This design comes from an exercise in tuning for small area on the open sky130 flow, not from production work.
Where RTL was checked, it was by simulation tests only, not by an equivalence proof against the original.
Power figures rest on the tool's default switching activity, not on a simulated workload.

==> flow/design.v <==
`timescale 1ns / 1ps
module muxer(
  input clock,
  input reset,
  input digits,           
  input dash63,           
  input [3:0] d0,
  input [3:0] d1,
  input [2:0] d2,
  input [3:0] d3,
  output a_m, b_m, c_m, d_m, e_m, f_m, g_m, dp_m,
  output [3:0] an_m
  );
reg [15:0] s;
reg [1:0] g;    
wire z = ~|s[14:0];
wire fb = s[15] ^ s[14] ^ s[12] ^ s[3] ^ z;
wire wrap = s[15] & z;
always @(posedge clock or posedge reset) begin
  if (reset) begin
    s <= 16'd0;
    g <= 2'd0;
  end else begin
    s <= {s[14:0], fb};
    g <= wrap ? {g[0], ~g[1]} : g;
  end
end
reg [3:0] v;
always @(*) begin
  if (digits)
    case (g)
      2'b00: v = d0;
      2'b01: v = d1;
      2'b11: v = {d2[2], ~d2[2], d2[1:0]};
      default: v = d3;
    endcase
  else if (dash63)
    case (g)
      2'b00: v = 4'd9;
      2'b01: v = 4'd12;
      2'b11: v = 4'd0;
      2'b10: v = 4'd0;
    endcase
  else
    case (g)
      2'b00: v = 4'd0;
      2'b01: v = 4'd5;
      2'b11: v = 4'd4;
      2'b10: v = 4'd0;
    endcase
end
reg [6:0] seg;
always @(*) begin
  case (v)
    4'd0: seg = 7'b0111111;
    4'd1: seg = 7'b0111111;
    4'd2: seg = 7'b0111111;
    4'd3: seg = 7'b0111111;
    4'd4: seg = 7'b0001001;
    4'd5: seg = 7'b1001111;
    4'd6: seg = 7'b1000000;
    4'd7: seg = 7'b1111001;
    4'd8: seg = 7'b0100100;
    4'd9: seg = 7'b0110000;
    4'd10: seg = 7'b0011001;
    4'd11: seg = 7'b0010010;
    4'd12: seg = 7'b0000010;
    4'd13: seg = 7'b1111000;
    4'd14: seg = 7'b0000000;
    4'd15: seg = 7'b0010000;
  endcase
end
assign {g_m, f_m, e_m, d_m, c_m, b_m, a_m} = seg;
assign an_m = {~(g[1] & ~g[0]), ~(g[1] & g[0]), ~(~g[1] & g[0]), ~(~g[1] & ~g[0])};
assign dp_m = ~g[0];
endmodule
`timescale 1ns / 1ps
module reaction_main(
  input clock, reset, start, stop, ave, ave2,
  output led,
  output [3:0] an,
  output a, b, c, d, e, f, g, dp
  );
reg dffstr1, dffstr2, dffstp1, dffstp2;
always @(posedge clock) begin
  dffstr1 <= start;
  dffstr2 <= dffstr1;
  dffstp1 <= stop;
  dffstp2 <= dffstp1;
end
wire db_start = ~dffstr1 & dffstr2;
wire db_stop  = ~dffstp1 & dffstp2;
reg q0, q1, q2;
reg [28:0] r;
localparam [28:0] TERM = 29'd500000000;
localparam [28:0] INIT = (TERM & 29'h1F000000) | (29'd6 << 20) | (29'd2 << 17)
                       | (29'd6 << 13) | (29'd6 << 9) | 29'd11;
localparam [28:0] SETM = INIT & ~(TERM + 29'd1);
localparam [28:0] CLRM = ~INIT & (TERM + 29'd1);
wire eq      = (r == TERM);
wire idle    = ~q0 & ~q1;
wire startng = q0 & ~q1;
wire run     = q1 & (q0 | ~q2);
wire shift   = idle & ~db_start;
wire load    = startng & eq;
wire [29:0] cy;
wire [7:0] gc;
assign gc[0] = startng | run;
genvar i, j;
generate for (j = 0; j < 8; j = j + 1) begin : grp
  if (j < 7) begin : skip
    assign gc[j+1] = gc[j] & (&r[4*j+3:4*j]);
  end
  assign cy[4*j] = gc[j];
  for (i = 4*j; i < 4*j+3 && i < 28; i = i + 1) begin : rip
    assign cy[i+1] = cy[i] & r[i];
  end
end endgenerate
assign cy[29] = cy[28] & r[28];
wire wt = q1 & cy[9];
wire w0 = q1 & cy[13];
wire w1 = q1 & cy[17];
wire w2 = q1 & cy[20];
wire w3 = q1 & cy[24];
wire [28:0] corr = {5'b0, 1'b0, w3, w3, 1'b0, 1'b0, w2, 1'b0,
                    1'b0, w1, w1, 1'b0, 1'b0, w0, w0, 1'b0,
                    5'b0, wt, 1'b0, wt, wt};
wire [28:0] inc = ((r ^ cy[28:0]) | corr | (SETM & {29{load}})) & ~(CLRM & {29{load}});
always @(posedge clock or posedge reset) begin
  if (reset) begin
    r  <= 29'hF;
    q0 <= 1'b0;
    q1 <= 1'b0;
    q2 <= 1'b0;
  end else begin
    r  <= shift ? {r[27:0], r[28] ^ r[26]} : inc;
    q0 <= ~q1 & (q0 | db_start);
    q1 <= q1 | (q0 & eq);
    q2 <= idle ? ave : (q1 ? (~q0 & (q2 | db_stop)) : q2);
  end
end
assign led = (q1 | (q0 & eq)) & ~db_stop;
muxer display (
  .clock(clock), .reset(reset),
  .digits(q1), .dash63(q0 ? q2 : ave),
  .d0(r[12:9]), .d1(r[16:13]), .d2(r[19:17]), .d3(r[23:20]),
  .a_m(a), .b_m(b), .c_m(c), .d_m(d), .e_m(e), .f_m(f), .g_m(g),
  .dp_m(dp), .an_m(an)
);
endmodule
==> flow/config.mk <==
export PLATFORM = sky130hd
export DESIGN_NAME = reaction_main
export DESIGN_NICKNAME = reaction_main
export VERILOG_FILES = /design/flow/design.v
export SDC_FILE = /design/flow/constraint.sdc
export NUM_CORES = 4
export LEC_CHECK = 0
export CAP_MARGIN = 20
export CORE_MARGIN = 2
export CORE_UTILIZATION = 40
export SLEW_MARGIN = 20
==> flow/constraint.sdc <==
create_clock -name core_clock -period 6.0 [get_ports {clock}]
set_input_delay 1.2000 -clock core_clock [delete_from_list [all_inputs] [get_ports {clock}]]
set_output_delay 1.2000 -clock core_clock [all_outputs]
set_load 0.01 [all_outputs]
run.sh (not shown) runs the stock make flow with config.mk's settings and CLKGATE_MAP_FILE= SYNTH_SCRIPT=/design/flow/synth_recipe.tcl, a recipe that flattens the netlist after the stock synthesis.
The baseline completed without violations.
Rerun with:
--- a/flow/design.v
+++ b/flow/design.v
@@ -45,6 +45,6 @@
     case (g)
       2'b00: v = 4'd0;
-      2'b01: v = 4'd5;
-      2'b11: v = 4'd4;
+      2'b01: v = 4'd2;
+      2'b11: v = 4'd1;
       2'b10: v = 4'd0;
     endcase
@@ -54,9 +54,9 @@
   case (v)
     4'd0: seg = 7'b0111111;
-    4'd1: seg = 7'b0111111;
-    4'd2: seg = 7'b0111111;
+    4'd1: seg = 7'b0001001;
+    4'd2: seg = 7'b1001111;
     4'd3: seg = 7'b0111111;
-    4'd4: seg = 7'b0001001;
-    4'd5: seg = 7'b1001111;
+    4'd4: seg = 7'b0111111;
+    4'd5: seg = 7'b0111111;
     4'd6: seg = 7'b1000000;
     4'd7: seg = 7'b1111001;
@@ -96,6 +96,6 @@
 localparam [28:0] INIT = (TERM & 29'h1F000000) | (29'd6 << 20) | (29'd2 << 17)
                        | (29'd6 << 13) | (29'd6 << 9) | 29'd11;
-localparam [28:0] SETM = INIT & ~(TERM + 29'd1);
-localparam [28:0] CLRM = ~INIT & (TERM + 29'd1);
+localparam [28:0] SETM = INIT & ~TERM;
+localparam [28:0] CLRM = ~INIT & TERM;
 wire eq      = (r == TERM);
 wire idle    = ~q0 & ~q1;
@@ -105,17 +105,9 @@
 wire load    = startng & eq;
 wire [29:0] cy;
-wire [7:0] gc;
-assign gc[0] = startng | run;
-genvar i, j;
-generate for (j = 0; j < 8; j = j + 1) begin : grp
-  if (j < 7) begin : skip
-    assign gc[j+1] = gc[j] & (&r[4*j+3:4*j]);
-  end
-  assign cy[4*j] = gc[j];
-  for (i = 4*j; i < 4*j+3 && i < 28; i = i + 1) begin : rip
-    assign cy[i+1] = cy[i] & r[i];
-  end
+assign cy[0] = (startng & ~eq) | run;
+genvar i;
+generate for (i = 0; i < 29; i = i + 1) begin : chain
+  assign cy[i+1] = cy[i] & r[i];
 end endgenerate
-assign cy[29] = cy[28] & r[28];
 wire wt = q1 & cy[9];
 wire w0 = q1 & cy[13];
- The new run passed the timing, design-rule and antenna checks
- core utilization climbs by 9.3 points
- combinational power is higher by 68%
- total power rises by 8.8%
- wire length goes up by about 7%
- hold slack gets better by 5.0 ps
- worst setup slack loses 1200 ps
- final area increases by about 20%
No functional check of the RTL was part of the second run of this note.

========
// reaction_main: RTL as listed in full above, without the edits since
export LEC_CHECK = 0
export CAP_MARGIN = 20
export CORE_MARGIN = 2
export CORE_UTILIZATION = 40
export SLEW_MARGIN = 20
export POST_FLOORPLAN_TCL = /design/flow/flow/downsize.tcl
export BUFFER_PORTS_ARGS = -buffer_cell sky130_fd_sc_hd__buf_1
export CTS_ARGS = -sink_clustering_enable -repair_clock_nets -dont_use_dummy_load
create_clock -name core_clock -period 6.0 [get_ports {clock}]
standard.sh (not shown) runs the stock make flow with config.mk's settings and CLKGATE_MAP_FILE= SYNTH_SCRIPT=/design/flow/synth_recipe.tcl, a recipe that flattens the netlist after the stock synthesis.
==> flow/flow/run.sh <==
#!/bin/bash
# The standard layout (the standard.sh) with three changes:
#  - after floorplanning, each combinational cell that synthesis sized up is
#    swapped for the smallest cell of its family (flow/downsize.tcl); the
#    placement and CTS repair steps size up again where timing needs it;
#  - the port buffers are the smallest buffer cell (buf_1);
#  - clock tree synthesis adds no dummy loads.
# Each tool's output stays in the ORFS logs under orfs/logs; make's own
# output goes to standard.log.
set -e
echo "export POST_FLOORPLAN_TCL = $PWD/flow/downsize.tcl" >> config.mk
echo 'export BUFFER_PORTS_ARGS = -buffer_cell sky130_fd_sc_hd__buf_1' >> config.mk
echo 'export CTS_ARGS = -sink_clustering_enable -repair_clock_nets -dont_use_dummy_load' >> config.mk
bash standard.sh > standard.log 2>&1
==> flow/flow/downsize.tcl <==
# Swap each combinational standard cell for the smallest cell of its family
# (same function and pins, another drive strength).  Registers, clock
# cells, tie cells and physical cells keep theirs.  Later repair steps
# upsize again where timing, slew or capacitance need it.
proc ds_dont_use { name } {
  foreach pat $::env(DONT_USE_CELLS) {
    if { [string match $pat $name] } { return 1 }
  }
  return 0
}
set ds_db [ord::get_db]
set ds_count 0
set ds_saved 0
foreach ds_inst [[ord::get_db_block] getInsts] {
  set ds_master [$ds_inst getMaster]
  set ds_name [$ds_master getName]
  if { ![regexp {^(sky130_fd_sc_hd__)([a-z0-9]+)_([0-9]+)$} $ds_name -> ds_pfx ds_base ds_drv] } { continue }
  if { [regexp {^(df|edf|sdf|sedf|dl|tap|fill|decap|conb|clk|lpflow|probe|diode)} $ds_base] } { continue }
  set ds_best $ds_master
  foreach ds_d {0 1 2 3 4 6 8 12 16} {
    set ds_cand [$ds_db findMaster "${ds_pfx}${ds_base}_${ds_d}"]
    if { $ds_cand == "NULL" || $ds_cand == "" } { continue }
    if { [ds_dont_use [$ds_cand getName]] } { continue }
    if { [$ds_cand getWidth] < [$ds_best getWidth] } { set ds_best $ds_cand }
  }
  if { $ds_best != $ds_master } {
    set ds_saved [expr { $ds_saved + [$ds_master getWidth] - [$ds_best getWidth] }]
    $ds_inst swapMaster $ds_best
    incr ds_count
  }
}
puts "downsize: swapped $ds_count cells, width saved [expr { $ds_saved / 1000.0 }] um"
Rerun with:
--- a/flow/design.v
+++ b/flow/design.v
@@ -10,44 +10,32 @@
   input [3:0] d3,
   output a_m, b_m, c_m, d_m, e_m, f_m, g_m, dp_m,
   output [3:0] an_m
   );
-reg [15:0] s;
-reg [1:0] g;    
-wire z = ~|s[14:0];
-wire fb = s[15] ^ s[14] ^ s[12] ^ s[3] ^ z;
-wire wrap = s[15] & z;
+reg [14:0] s;
+reg b;
+reg [1:0] g;
+wire z = ~|s[13:0];
+wire fb = s[14] ^ s[13] ^ z;
+wire wrap = s[14] & z;      
 always @(posedge clock or posedge reset) begin
   if (reset) begin
-    s <= 16'd0;
+    s <= 15'd0;
+    b <= 1'b0;
     g <= 2'd0;
   end else begin
-    s <= {s[14:0], fb};
-    g <= wrap ? {g[0], ~g[1]} : g;
+    s <= {s[13:0], fb};
+    b <= b ^ wrap;
+    g <= (wrap & b) ? {g[0], ~g[1]} : g;
   end
 end
 reg [3:0] v;
 always @(*) begin
-  if (digits)
     case (g)
       2'b00: v = d0;
       2'b01: v = d1;
       2'b11: v = {d2[2], ~d2[2], d2[1:0]};
       default: v = d3;
-    endcase
-  else if (dash63)
-    case (g)
-      2'b00: v = 4'd9;
-      2'b01: v = 4'd12;
-      2'b11: v = 4'd0;
-      2'b10: v = 4'd0;
-    endcase
-  else
-    case (g)
-      2'b00: v = 4'd0;
-      2'b01: v = 4'd5;
-      2'b11: v = 4'd4;
-      2'b10: v = 4'd0;
     endcase
 end
 reg [6:0] seg;
 always @(*) begin
@@ -55,10 +43,10 @@
     4'd0: seg = 7'b0111111;
     4'd1: seg = 7'b0111111;
     4'd2: seg = 7'b0111111;
     4'd3: seg = 7'b0111111;
-    4'd4: seg = 7'b0001001;
-    4'd5: seg = 7'b1001111;
+    4'd4: seg = 7'b0111111;
+    4'd5: seg = 7'b0111111;
     4'd6: seg = 7'b1000000;
     4'd7: seg = 7'b1111001;
     4'd8: seg = 7'b0100100;
     4'd9: seg = 7'b0110000;
@@ -69,9 +57,26 @@
     4'd14: seg = 7'b0000000;
     4'd15: seg = 7'b0010000;
   endcase
 end
-assign {g_m, f_m, e_m, d_m, c_m, b_m, a_m} = seg;
+reg [6:0] sp;
+always @(*) begin
+  if (dash63)
+    case (g)
+      2'b00: sp = 7'b0110000;
+      2'b01: sp = 7'b0000010;
+      2'b11: sp = 7'b0111111;
+      2'b10: sp = 7'b0111111;
+    endcase
+  else
+    case (g)
+      2'b00: sp = 7'b0111111;
+      2'b01: sp = 7'b1001111;
+      2'b11: sp = 7'b0001001;
+      2'b10: sp = 7'b0111111;
+    endcase
+end
+assign {g_m, f_m, e_m, d_m, c_m, b_m, a_m} = digits ? seg : sp;
 assign an_m = {~(g[1] & ~g[0]), ~(g[1] & g[0]), ~(~g[1] & g[0]), ~(~g[1] & ~g[0])};
 assign dp_m = ~g[0];
 endmodule
 `timescale 1ns / 1ps
What happened: Global-route usage stays flat. Final area stays flat. Power came out lower by about 1%. Sequential power hardly moves. Core utilization came out higher by 0.26 points. Cell count came out lower by about 1%. Count of clock-buffer cells in the layout does not change. Die area came out lower by 1.4%. Routed wire length stays the same. Via count stays flat. Setup slack improves by 0.68 ns. Non-clock buffer count is unchanged.
Function not checked in the second run of this note: the RTL went through the layout flow alone.

========
v6:
reaction_main, a different RTL version from the one above (not shown whole).
For scale: ~260 cells after synthesis, ~19 I/O pins.
## reaction_main
module reaction_main(
  input clock, reset, start, stop, ave, ave2,
  output led,
  output [3:0] an,
  output a, b, c, d, e, f, g, dp
  );
==> module reaction_main, before the edit <==
module reaction_main(
  input clock, reset, start, stop, ave, ave2,
  output led,
  output [3:0] an,
  output a, b, c, d, e, f, g, dp
  );
reg dffstr1, dffstr2, dffstp1, dffstp2;
always @(posedge clock) begin
  dffstr1 <= start;
  dffstr2 <= dffstr1;
  dffstp1 <= stop;
  dffstp2 <= dffstp1;
end
wire db_start = ~dffstr1 & dffstr2;
wire db_stop  = ~dffstp1 & dffstp2;
reg q0, q1, q2;
reg [28:0] r;
localparam [28:0] TERM = 29'd500000000;
localparam [28:0] INIT = (TERM & 29'h1F000000) | (29'd6 << 20) | (29'd2 << 17)
                       | (29'd6 << 13) | (29'd6 << 9) | 29'd11;
localparam [28:0] SETM = INIT & ~(TERM + 29'd1);
localparam [28:0] CLRM = ~INIT & (TERM + 29'd1);
wire eq      = (r == TERM);
wire idle    = ~q0 & ~q1;
wire startng = q0 & ~q1;
wire run     = q1 & (q0 | ~q2);
wire shift   = idle & ~db_start;
wire load    = startng & eq;
localparam G = 15;
wire [29:0] cy;
wire [1:0] gc;
assign gc[0] = startng | run;
genvar i, j;
generate for (j = 0; j < 2; j = j + 1) begin : grp
  if (j < 1) begin : skip
    assign gc[j+1] = gc[j] & (&r[G*j+G-1:G*j]);
  end
  assign cy[G*j] = gc[j];
  for (i = G*j; i < G*j+G-1 && i < 28; i = i + 1) begin : rip
    assign cy[i+1] = cy[i] & r[i];
  end
end endgenerate
assign cy[29] = cy[28] & r[28];
wire wt = q1 & cy[9];
wire w0 = q1 & cy[13];
wire w1 = q1 & cy[17];
wire w2 = q1 & cy[20];
wire w3 = q1 & cy[24];
wire [28:0] corr = {5'b0, 1'b0, w3, w3, 1'b0, 1'b0, w2, 1'b0,
                    1'b0, w1, w1, 1'b0, 1'b0, w0, w0, 1'b0,
                    5'b0, wt, 1'b0, wt, wt};
wire [28:0] inc = ((r ^ cy[28:0]) | corr | (SETM & {29{load}})) & ~(CLRM & {29{load}});
always @(posedge clock or posedge reset) begin
  if (reset) begin
    r  <= 29'hF;
    q0 <= 1'b0;
    q1 <= 1'b0;
    q2 <= 1'b0;
  end else begin
    r  <= shift ? {r[27:0], r[28] ^ r[26]} : inc;
    q0 <= ~q1 & (q0 | db_start);
    q1 <= q1 | (q0 & eq);
    q2 <= idle ? ave : (q1 ? (~q0 & (q2 | db_stop)) : q2);
  end
end
assign led = (q1 | (q0 & eq)) & ~db_stop;
muxer display (
  .clock(clock), .reset(reset),
  .digits(q1), .dash63(q0 ? q2 : ave),
  .d0(r[12:9]), .d1(r[16:13]), .d2(r[19:17]), .d3(r[23:20]),
  .a_m(a), .b_m(b), .c_m(c), .d_m(d), .e_m(e), .f_m(f), .g_m(g),
  .dp_m(dp), .an_m(an)
);
endmodule
export LEC_CHECK = 0
export CAP_MARGIN = 20
export CORE_MARGIN = 2
export CORE_UTILIZATION = 40
export SLEW_MARGIN = 20
export POST_FLOORPLAN_TCL = /design/flow/flow/downsize.tcl
export BUFFER_PORTS_ARGS = -buffer_cell sky130_fd_sc_hd__buf_1
export CTS_ARGS = -sink_clustering_enable -repair_clock_nets -dont_use_dummy_load
create_clock -name core_clock -period 6.0 [get_ports {clock}]
Scripts as last shown in full above: flow/flow/run.sh, flow/flow/downsize.tcl
In summary, v6 completed successfully, with a layout that passed the timing, design-rule and antenna checks.
For v7, these inputs were changed with respect to v6:
--- a/flow/design.v
+++ b/flow/design.v
@@ -105,27 +105,18 @@
 wire eq      = (r == TERM);
 wire idle    = ~q0 & ~q1;
 wire startng = q0 & ~q1;
 wire run     = q1 & (q0 | ~q2);
 wire shift   = idle & ~db_start;
 wire load    = startng & eq;
-localparam G = 15;
 wire [29:0] cy;
-wire [1:0] gc;
-assign gc[0] = startng | run;
-genvar i, j;
-generate for (j = 0; j < 2; j = j + 1) begin : grp
-  if (j < 1) begin : skip
-    assign gc[j+1] = gc[j] & (&r[G*j+G-1:G*j]);
-  end
-  assign cy[G*j] = gc[j];
-  for (i = G*j; i < G*j+G-1 && i < 28; i = i + 1) begin : rip
-    assign cy[i+1] = cy[i] & r[i];
-  end
+assign cy[0] = startng | run;
+genvar i;
+generate for (i = 0; i < 29; i = i + 1) begin : chain
+  assign cy[i+1] = cy[i] & r[i];
 end endgenerate
-assign cy[29] = cy[28] & r[28];
 wire wt = q1 & cy[9];
 wire w0 = q1 & cy[13];
 wire w1 = q1 & cy[17];
 wire w2 = q1 & cy[20];
 wire w3 = q1 & cy[24];
 wire [28:0] corr = {5'b0, 1'b0, w3, w3, 1'b0, 1'b0, w2, 1'b0,
Notes after the runs:
Compared with v6, v7 shows net switching power figure lower by about 5%. Against v6, v7 reports a final critical delay including setup and external delays that is higher. Diff v6 -> v7: fraction of the core area covered by cells at the end of the flow increased by 1.9 points relative to the old numbers; post-placement setup slack decreased by 1.79 ns relative to the old numbers; post-layout worst setup margin decreased by 1.44 ns relative to the old numbers; share of the synthesized netlist area taken by xor and xnor gates decreased by 0.32 points relative to the old numbers; number of ordinary and repair buffers in the finished layout increased by 11 relative to the old numbers. Comparing v6 and v7, the lower synthesized instance count is on v7. Compared with v6, v7 shows endpoint arrival time on the critical path higher by 1.43 ns.
No functional check of the RTL was part of any run of this note.

[separate check: timing with driven ports]
Ports are ideal in the flow. The routed layouts listed here were re-timed in OpenROAD.
Step 1, drivers: a clkbuf_16 drives clock and a buf_2 each remaining input, both assumed.
Step 2 moves the port delays by t, midway between the first and last clock arrival at a register: inputs arrive t later, outputs are due t later. That takes back most of the time a late clock gives input paths.
a / b / c = ideal ports / drivers / drivers and shift; a / b = the first two.
| run | t (ns) | setup WS [ns] | hold WS [ns] | slew at the worst register clock pin (ns) | worst data-port slew with drivers (ns) |
|---|---|---|---|---|---|
| the first run of note 1 | 0.330 | 1.313 / 1.291 / 1.291 | 0.357 / 0.357 / 0.357 | 0.10 / 0.10 | 0.03 |
| the second run of note 1 | 0.335 | 0.072 / 0.072 / 0.072 | 0.362 / 0.362 / 0.362 | 0.11 / 0.11 | 0.03 |
| the first run of note 2 | 0.329 | 1.744 / 1.723 / 1.723 | 0.356 / 0.356 / 0.356 | 0.10 / 0.10 | 0.03 |
| the second run of note 2 | 0.325 | 2.426 / 2.398 / 2.455 | 0.354 / 0.354 / 0.354 | 0.09 / 0.09 | 0.03 |
| v6 | 0.331 | 1.647 / 1.647 / 1.647 | 0.349 / 0.349 / 0.349 | 0.10 / 0.10 | 0.03 |
| v7 | 0.322 | 0.210 / 0.210 / 0.210 | 0.350 / 0.350 / 0.350 | 0.10 / 0.10 | 0.03 |
After both steps setup and hold are still met in every run listed. For the first run of note 1, which loses most, drivers alone change the setup slack by -0.022 ns; drivers and shift together by -0.022 ns.
